Context: an optimization exercise on an open-source flow, tuned for small area and a short achievable clock period. The choices shown serve that exercise and are no tape-out recipe. Function was checked by simulation only, so behaviour that the tests miss may differ from the original. The flow treats the clock pin as an ideal source. Dropping or thinning the clock tree relies on that and would not hold on a real chip. Power is estimated from default activity; no workload was simulated.

== run 1 ==
// videogen
module videogen(
  input clk,
  input resetn,
  output logic [23:0] data,
  output logic hsync,
  output logic vsync,
  output logic data_en
);
Settings: LEC_CHECK=0, CAP_MARGIN=20, CORE_MARGIN=2, CORE_UTILIZATION=40, SLEW_MARGIN=20, SYNTH_HIERARCHICAL=1, SYNTH_MINIMUM_KEEP_SIZE=0; clock period 40.0 ns.
standard.sh (not shown) runs the stock make flow with config.mk's settings and CLKGATE_MAP_FILE= SYNTH_SCRIPT=/design/flow/synth_recipe.tcl, a recipe that flattens the netlist after the stock synthesis.
==> flow/flow/run.sh <==
#!/bin/bash
# The standard layout with three changes in how it is made:
#  - after the standard synthesis, combinational cells are swapped for the
#    smallest drive strength of the same function (flow/downsize.tcl);
#  - plain buf_1 cells as the port buffers instead of the delay buffers ORFS
#    picks by default;
#  - clock tree synthesis without dummy loads.
# Each tool's output goes to a log of its own here; ORFS's step logs stay
# under orfs/logs.
set -euo pipefail
bash standard.sh synth > flow_synth.log 2>&1
RESULTS=$PWD/orfs/results/$FLOW_PLATFORM/videogen/base \
  openroad -no_init -exit flow/downsize.tcl > flow_downsize.log 2>&1
bash standard.sh \
  "BUFFER_PORTS_ARGS=-buffer_cell sky130_fd_sc_hd__buf_1" \
  "CTS_ARGS=-sink_clustering_enable -repair_clock_nets -dont_use_dummy_load -buf_list sky130_fd_sc_hd__clkbuf_8 -sink_clustering_size 50 -sink_clustering_max_diameter 300" \
  finish > flow_make.log 2>&1
==> flow/flow/downsize.tcl <==
# Swap each combinational cell of the synthesized netlist for the smallest
# cell of the same function (same name but for the drive strength suffix;
# the platform's don't-use cells all have other names).
# Registers and the adder cells are left as synthesis made them. Timing has a
# large margin at the design's clock; the later repair steps of the standard
# flow upsize or buffer wherever slew or capacitance calls for it.
set odb $::env(RESULTS)/1_synth.odb
read_db $odb
set db [ord::get_db]
set block [ord::get_db_block]
set masters {}
foreach lib [$db getLibs] {
  foreach m [$lib getMasters] { dict set masters [$m getName] $m }
}
proc area {m} { expr {double([$m getWidth]) * [$m getHeight]} }
set swapped 0
foreach inst [$block getInsts] {
  set m [$inst getMaster]
  set name [$m getName]
  if {![regexp {^(sky130_fd_sc_hd__[a-z0-9]+)_([0-9]+)$} $name -> base drive]} continue
  if {[string match "*df*" $base] || [string match "*__fa" $base] || [string match "*__ha" $base]
      || [string match "*clk*" $base] || [string match "*conb*" $base]} continue
  set best $m
  foreach d {0 1 2 4} {
    set cand "${base}_$d"
    if {![dict exists $masters $cand]} continue
    set cm [dict get $masters $cand]
    if {[area $cm] < [area $best]} { set best $cm }
  }
  if {$best ne $m} {
    puts "swap [$inst getName] $name -> [$best getName]"
    $inst swapMaster $best
    incr swapped
  }
}
puts "swapped $swapped cells"
write_db $odb
Relative to run 1, the following input files were edited for run 2:
==> flow/run.sh (new file) <==
#!/bin/bash
# synth_recipe.tcl (not shown) runs the flow's synth.tcl, then flattens the netlist and writes it again
# the make line also repeats each setting of config.mk as NAME=value (left out here)
make -C /OpenROAD-flow-scripts/flow DESIGN_CONFIG=/design/flow/config.mk WORK_HOME=/design/flow/orfs CLKGATE_MAP_FILE= SYNTH_SCRIPT=/design/flow/synth_recipe.tcl finish
removed: flow/flow/run.sh
removed: flow/flow/downsize.tcl
removed: flow/standard.sh
==> comparison <==
Diff run 2 and run 1: clock-cell share of area lower in run 1
On minimum period implied by the final worst setup slack, run 1 beats run 2.
Of run 2 and run 1, the lower width of the die belongs to run 1.
Clock skew down 0.0061 ns in run 2 wrt run 1
Changes in run 3 relative to run 2:
==> flow/flow/run.sh (new file) <==
#!/bin/bash
# The standard layout, with plain buf_1 cells as the port buffers instead of
# the delay buffers ORFS picks by default. Each step's log stays under orfs/logs;
# make's own output goes to flow_make.log.
set -euo pipefail
bash standard.sh "BUFFER_PORTS_ARGS=-buffer_cell sky130_fd_sc_hd__buf_1" finish > flow_make.log 2>&1
==> flow/standard.sh (new file) <==
#!/bin/bash
# synth_recipe.tcl (not shown) runs the flow's synth.tcl, then flattens the netlist and writes it again
# the make line also repeats each setting of config.mk as NAME=value (left out here)
make -C /OpenROAD-flow-scripts/flow DESIGN_CONFIG=/design/flow/config.mk WORK_HOME=/design/flow/orfs CLKGATE_MAP_FILE= SYNTH_SCRIPT=/design/flow/synth_recipe.tcl "${@:-finish}"
removed: flow/run.sh
Results
[compare] base=run 2 new=run 3: arrival time of data at the critical path endpoint dropped 8.65 ns, internal power consumption went up, non-clock buffer count higher, hold slack has decreased.
Post-layout net count: run 3 vs run 2 up 1
Number of fillers in the final layout: run 3 higher than run 2
Side by side, leakage power turned out lower in run 3 than in run 2.
Cell depth of the worst setup path, run 3 and run 2: higher on run 2


Setup of build 18:
The RTL this note starts from:
==> flow/design.v <==
module vg_fa(input a, input b, input c, output s, output co);
  assign s  = a ^ b ^ c;
  assign co = (a & b) | (c & (a ^ b));
endmodule
module vg_ha(input a, input b, output s, output co);
  assign s  = a ^ b;
  assign co = a & b;
endmodule
module vg_mul17(input [9:0] z, output [7:0] p);
  logic [13:5] c;
  assign c[5] = z[4] & z[0];
  assign c[6] = (z[5] & z[1]) | (c[5] & (z[5] | z[1]));
  genvar i;
  for (i = 6; i <= 9; i++) begin : f
    vg_fa fa (.a(z[i]), .b(z[i-4]), .c(c[i]), .s(p[i-6]), .co(c[i+1]));
  end
  for (i = 10; i <= 12; i++) begin : h
    vg_ha ha (.a(z[i-4]), .b(c[i]), .s(p[i-6]), .co(c[i+1]));
  end
  assign p[7] = ~(z[9] ^ c[13]);
endmodule
module vg_pix(
  input  [10:0] a,
  input  [7:0]  y,
  output [10:0] zl,
  output [10:0] zm,
  output [7:0]  dl,
  output [7:0]  dm,
  output [7:0]  dr
);
  genvar i;
  logic [10:2] k;
  assign zl[0] = a[0];
  vg_ha zlh (.a(y[0]), .b(a[1]), .s(zl[1]), .co(k[2]));
  for (i = 2; i <= 8; i++) begin : zlf
    vg_fa fa (.a(y[i-1]), .b(a[i]), .c(k[i]), .s(zl[i]), .co(k[i+1]));
  end
  logic k10;
  vg_ha zlh9 (.a(a[9]), .b(k[9]), .s(zl[9]), .co(k10));
  assign zl[10] = a[10] ^ k10;
  logic [10:0] na;
  assign na = ~a;
  logic [10:1] j;
  assign zm[0] = a[0];
  assign j[1]  = na[0];
  for (i = 1; i <= 8; i++) begin : zmf
    vg_fa fa (.a(y[i-1]), .b(na[i]), .c(j[i]), .s(zm[i]), .co(j[i+1]));
  end
  logic j10;
  vg_ha zmh9 (.a(na[9]), .b(j[9]), .s(zm[9]), .co(j10));
  assign zm[10] = na[10] ^ j10;
  logic [7:0] l, m;    
  vg_mul17 ml17 (.z(zl[9:0]), .p(l));
  vg_mul17 mm17 (.z(zm[9:0]), .p(m));
  logic [6:2] ln, mn;
  assign ln = ~{l[6:4] | {3{zl[10]}}, l[3:2] & ~{2{zl[10]}}};
  assign mn = ~{m[6:4] | {3{zm[10]}}, m[3:2] & ~{2{zm[10]}}};
  assign dl = {l[7], ln, l[1:0]};
  assign dm = {m[7], mn, m[1:0]};
  logic [2:1] q;
  logic [8:3] qn;
  logic [1:0] s;
  logic [7:2] rp;
  vg_ha sh (.a(dl[0]), .b(dm[0]), .s(s[0]), .co(q[1]));
  vg_fa sf1 (.a(dl[1]), .b(dm[1]), .c(q[1]), .s(s[1]), .co(q[2]));
  logic q2n;
  assign q2n = ~q[2];
  vg_fa sf2 (.a(dl[2]), .b(dm[2]), .c(q2n), .s(rp[2]), .co(qn[3]));
  for (i = 3; i <= 7; i++) begin : sf
    vg_fa fa (.a(dl[i]), .b(dm[i]), .c(qn[i]), .s(rp[i]), .co(qn[i+1]));
  end
  assign dr = {rp, s[1:0]};
endmodule
module vg_inc(
  input  [10:0] ac,
  input  [9:0]  yc,
  input         u_wrap,
  output [10:2] ai,
  output [9:0]  yi
);
  genvar i;
  logic [10:2] c;
  assign c[2]  = ac[1] | ac[0];
  for (i = 2; i <= 9; i++) begin : ah
    vg_ha ha (.a(ac[i]), .b(c[i]), .s(ai[i]), .co(c[i+1]));
  end
  assign ai[10] = ac[10] ^ c[10];
  logic [10:1] d;
  vg_ha yh0 (.a(yc[0]), .b(u_wrap), .s(yi[0]), .co(d[1]));
  for (i = 1; i <= 8; i++) begin : yh
    vg_ha ha (.a(yc[i]), .b(d[i]), .s(yi[i]), .co(d[i+1]));
  end
  assign yi[9] = yc[9] ^ d[9];
endmodule
module vg_ctl(
  input  [10:0] ac,
  input  [9:0]  yc,
  input         hf,       
  input         hsync,    
  input  [10:0] zl,
  input  [10:0] zm,
  output        u_wrap,   
  output        w2,       
  output        hf_n,     
  output        intri,
  output        hs_n,
  output        vs_n,
  output        de_n
);
  logic e319, e479, e360, e440, y_wrap, de_v, y_ok;
  assign e319   = !ac[10] & ac[9] & ac[8] & ac[7] & ac[5] & ac[3] & ac[2] & !ac[1];  
  assign e479   = !ac[9] & ac[8] & ac[7] & ac[3] & ac[2] & !ac[1];                  
  assign e360   = !ac[8] & ac[5] & ac[4] & ac[3];                                   
  assign e440   = ac[8] & ac[5] & ac[3];                                            
  assign u_wrap = !hf & e479;
  assign hf_n   = hf ? !e319 : e479;
  assign hs_n   = hsync ? !e440 : (!hf & e360);
  assign y_wrap = yc[9] & yc[7] & yc[6] & yc[5] & yc[4] & yc[3];                    
  assign w2     = u_wrap & y_wrap;
  assign de_v   = !yc[9] | (!yc[7] & !(yc[6] & yc[5] & (yc[4] | yc[3])));          
  assign vs_n   = yc[9] & ((yc[7] & !(yc[6] & yc[5]))
                           | (yc[6] & yc[5] & yc[4] & yc[3] & yc[2]));              
  assign y_ok   = (!yc[9] & !yc[7])
                | (yc[8] & !(yc[6] & yc[5] & yc[4] & (yc[3] | yc[2] | yc[1] | yc[0])));  
  assign de_n   = hf & de_v;
  assign intri  = y_ok & (!zl[10] | (&zl)) & (!zm[10] | (&zm));
endmodule
module videogen(
  input clk,
  input resetn,
  output logic [23:0] data,
  output logic hsync,
  output logic vsync,
  output logic data_en
);
  logic [10:0] ac;
  logic [10:2] ai;
  logic [9:0]  yc, yi;
  logic        hf;
  logic [10:0] zl, zm;
  logic [7:0]  dl, dm, dr;
  logic        u_wrap, w2, hf_n, intri, hs_n, vs_n, de_n;
  vg_pix pix (.a(ac), .y(yc[7:0]), .zl(zl), .zm(zm), .dl(dl), .dm(dm), .dr(dr));
  vg_inc inc (.ac(ac), .yc(yc), .u_wrap(u_wrap), .ai(ai), .yi(yi));
  vg_ctl ctl (.ac(ac), .yc(yc), .hf(hf), .hsync(hsync), .zl(zl), .zm(zm),
              .u_wrap(u_wrap), .w2(w2), .hf_n(hf_n), .intri(intri),
              .hs_n(hs_n), .vs_n(vs_n), .de_n(de_n));
  logic en;
  assign en = resetn & intri;
  localparam logic [23:0] POL = {8'b0000_0011, 8'b1111_1100, 8'b1111_1100};
  always_ff @(posedge clk) begin
    if (!resetn) begin
      ac <= 11'd1091;   
      yc <= 10'd136;    
      hf <= 1'b1;
    end else begin
      ac <= u_wrap ? 11'd1088 : {ai, ~(ac[1] ^ ac[0]), ~ac[0]};   
      yc <= w2 ? 10'd136 : yi;
      hf <= hf_n;
    end
  end
  always_ff @(posedge clk) begin
    data    <= {24{en}} & ({dr, dm, dl} ^ POL);
    hsync   <= resetn & hs_n;
    vsync   <= resetn & vs_n;
    data_en <= !resetn | de_n;
  end
endmodule
==> flow/config.mk <==
export PLATFORM = sky130hd
export DESIGN_NAME = videogen
export DESIGN_NICKNAME = videogen
export VERILOG_FILES = /design/flow/design.v
export SDC_FILE = /design/flow/constraint.sdc
export NUM_CORES = 4
export LEC_CHECK = 0
export CAP_MARGIN = 20
export CORE_MARGIN = 2
export CORE_UTILIZATION = 60
export SLEW_MARGIN = 20
export SYNTH_HIERARCHICAL = 1
export SYNTH_MINIMUM_KEEP_SIZE = 0
==> flow/constraint.sdc <==
create_clock -name core_clock -period 40.0 [get_ports {clk}]
set_input_delay 8.0000 -clock core_clock [delete_from_list [all_inputs] [get_ports {clk}]]
set_output_delay 8.0000 -clock core_clock [all_outputs]
set_load 0.01 [all_outputs]
==> flow/flow/run.sh <==
#!/bin/bash
# The standard layout with five changes in how it is made:
#  - after the standard synthesis, combinational cells are swapped for the
#    smallest drive strength of the same function (flow/downsize.tcl);
#  - plain buf_1 cells as the port buffers instead of the delay buffers ORFS
#    picks by default;
#  - clock tree synthesis without dummy loads;
#  - the clock tree is replaced by 3 clkbuf_8 cells fed from the clock
#    port, each driving one cluster of registers (flow/post_cts.tcl);
#  - before the placement's repair step, the resetn port buffer and the gates
#    with 8 or more loads get a stronger drive (flow/pre_resize.tcl).
# Each tool's output goes to a log of its own here; ORFS's step logs stay
# under orfs/logs.
set -euo pipefail
bash standard.sh synth > flow_synth.log 2>&1
RESULTS=$PWD/orfs/results/$FLOW_PLATFORM/videogen/base \
  openroad -no_init -exit flow/downsize.tcl > flow_downsize.log 2>&1
bash standard.sh \
  "BUFFER_PORTS_ARGS=-buffer_cell sky130_fd_sc_hd__buf_1" \
  "CTS_ARGS=-sink_clustering_enable -repair_clock_nets -dont_use_dummy_load" \
  "PRE_RESIZE_TCL=$PWD/flow/pre_resize.tcl" \
  "POST_CTS_TCL=$PWD/flow/post_cts.tcl" \
  finish > flow_make.log 2>&1
==> flow/flow/post_cts.tcl <==
# After clock tree synthesis: replace the clock tree by 3 buffers of
# type sky130_fd_sc_hd__clkbuf_8, each fed from the clock port and driving one cluster of the
# registers (k-means on their placed positions). Each register stays one
# buffer from the clock port.
set nleaf 3
set bufname sky130_fd_sc_hd__buf_6
set block [ord::get_db_block]
set db [ord::get_db]
set clk_net [[$block findBTerm clk] getNet]
proc out_net {inst} {
  foreach it [$inst getITerms] {
    if {[$it isOutputSignal]} { return [$it getNet] }
  }
  return ""
}
# collect the clock buffers (everything reached from the port through
# clkbuf cells) and the register clock pins
set sinks {}
set bufs {}
set front [list $clk_net]
while {[llength $front]} {
  set net [lindex $front 0]
  set front [lrange $front 1 end]
  foreach it [$net getITerms] {
    if {![$it isInputSignal]} continue
    set inst [$it getInst]
    set m [[$inst getMaster] getName]
    if {[string match "sky130_fd_sc_hd__clkbuf_*" $m]} {
      lappend bufs $inst
      lappend front [out_net $inst]
    } else {
      lappend sinks $it
    }
  }
}
puts "post_cts: [llength $bufs] clock buffers, [llength $sinks] sinks"
foreach b $bufs {
  set on [out_net $b]
  foreach it [$on getITerms] { $it disconnect }
  foreach it [$b getITerms] { $it disconnect }
  odb::dbNet_destroy $on
  odb::dbInst_destroy $b
}
# k-means on sink positions
set pts {}
foreach it $sinks {
  set box [[$it getInst] getBBox]
  lappend pts [list [expr {([$box xMin] + [$box xMax]) / 2.0}] [expr {([$box yMin] + [$box yMax]) / 2.0}]]
}
set order [lsort -real -index 0 -indices $pts]
set n [llength $pts]
set cent {}
for {set k 0} {$k < $nleaf} {incr k} {
  lappend cent [lindex $pts [lindex $order [expr {int(($k + 0.5) * $n / $nleaf)}]]]
}
for {set iter 0} {$iter < 50} {incr iter} {
  set assign {}
  foreach p $pts {
    set best 0; set bd 1e30
    for {set k 0} {$k < $nleaf} {incr k} {
      set c [lindex $cent $k]
      set d [expr {abs([lindex $p 0] - [lindex $c 0]) + abs([lindex $p 1] - [lindex $c 1])}]
      if {$d < $bd} { set bd $d; set best $k }
    }
    lappend assign $best
  }
  set newc {}
  for {set k 0} {$k < $nleaf} {incr k} {
    set sx 0; set sy 0; set cnt 0
    foreach p $pts a $assign {
      if {$a == $k} { set sx [expr {$sx + [lindex $p 0]}]; set sy [expr {$sy + [lindex $p 1]}]; incr cnt }
    }
    if {$cnt} { lappend newc [list [expr {$sx / $cnt}] [expr {$sy / $cnt}]] } else { lappend newc [lindex $cent $k] }
  }
  set cent $newc
}
set master [$db findMaster $bufname]
for {set k 0} {$k < $nleaf} {incr k} {
  set inst [odb::dbInst_create $block $master "clkleaf_$k"]
  set net [odb::dbNet_create $block "clknet_leaf_$k"]
  $net setSigType CLOCK
  [$inst findITerm A] connect $clk_net
  [$inst findITerm X] connect $net
  set cnt 0
  foreach it $sinks a $assign {
    if {$a == $k} { $it connect $net; incr cnt }
  }
  set c [lindex $cent $k]
  $inst setLocation [expr {int([lindex $c 0])}] [expr {int([lindex $c 1])}]
  $inst setPlacementStatus PLACED
  puts "post_cts: clkleaf_$k ($bufname) drives $cnt registers"
}
detailed_placement
check_placement -verbose
estimate_parasitics -placement
report_clock_skew
Other scripts of this flow, unchanged in this note and not shown: flow/flow/downsize.tcl, flow/flow/pre_resize.tcl
The flow did not stop early for build 18: all stages ran, and the layout cleared the timing, design-rule and antenna checks.
Input changes introduced in build 88 (baseline for comparison: build 18):
diff --git a/flow/flow/post_cts.tcl b/flow/flow/post_cts.tcl
--- a/flow/flow/post_cts.tcl
+++ b/flow/flow/post_cts.tcl
@@ -4,5 +4,5 @@
 # buffer from the clock port.
 set nleaf 3
-set bufname sky130_fd_sc_hd__buf_6
+set bufname sky130_fd_sc_hd__clkbuf_8
 set block [ord::get_db_block]
 set db [ord::get_db]
diff --git a/flow/config.mk b/flow/config.mk
--- a/flow/config.mk
+++ b/flow/config.mk
@@ -8,5 +8,5 @@
 export CAP_MARGIN = 20
 export CORE_MARGIN = 2
-export CORE_UTILIZATION = 60
+export CORE_UTILIZATION = 75
 export SLEW_MARGIN = 20
 export SYNTH_HIERARCHICAL = 1
- Against build 18, wire length in build 88 came out worse.
- Any difference in flip-flop and latch area between build 88 and build 18 is small enough to ignore.
- | maximum number of pins on one net before global-route repair | build 88 vs build 18 | 1 higher |
- Total power: build 88 vs build 18 up 0.0000012 W
- Delta (build 88 minus build 18): worst setup margin down 0.029 ns, part of the total power dissipated in combinational logic saw an increase, number of nets in the final layout was more or less identical.
No run of this note takes its clock network from TritonCTS; it comes from the design's own scripts or RTL.

## re-timing with driven ports
In the flow no input, the clock included, has a driving cell. The finished layouts below were timed again as built, in two steps. Step 1: set_driving_cell puts a clkbuf_16 on clk and a buf_2 on each other input, an assumption about the parent block. Step 2 also shifts input and output timing later by t, the mid clock arrival at the registers, as if the neighbouring blocks saw the same clock. a / b / c = no drivers / after step 1 / after step 2; a / b = the first two.
| run | t (ns) | slack for setup (ns) | worst register clock-pin slew, ns | worst data-port slew with drivers (ns) | cell pins on the clock port's net |
|---|---|---|---|---|---|
| run 1 | 0.324 | 31.234 / 31.205 / 31.160 | 0.09 / 0.09 | 0.03 | 1 |
| run 2 | 0.326 | 30.814 / 30.821 / 30.495 | 0.09 / 0.09 | 0.03 | 1 |
| run 3 | 0.319 | 31.239 / 31.214 / 31.214 | 0.09 / 0.09 | 0.03 | 1 |
| build 18 | 0.177 | 31.376 / 31.326 / 31.247 | 0.11 / 0.11 | 0.03 | 3 |
| build 88 | 0.193 | 31.347 / 31.305 / 31.231 | 0.10 / 0.10 | 0.04 | 3 |
After both steps every run listed still meets setup and hold. The setup slack of run 2, which loses most, moves by +0.007 ns with the drivers and by -0.319 ns with both steps.
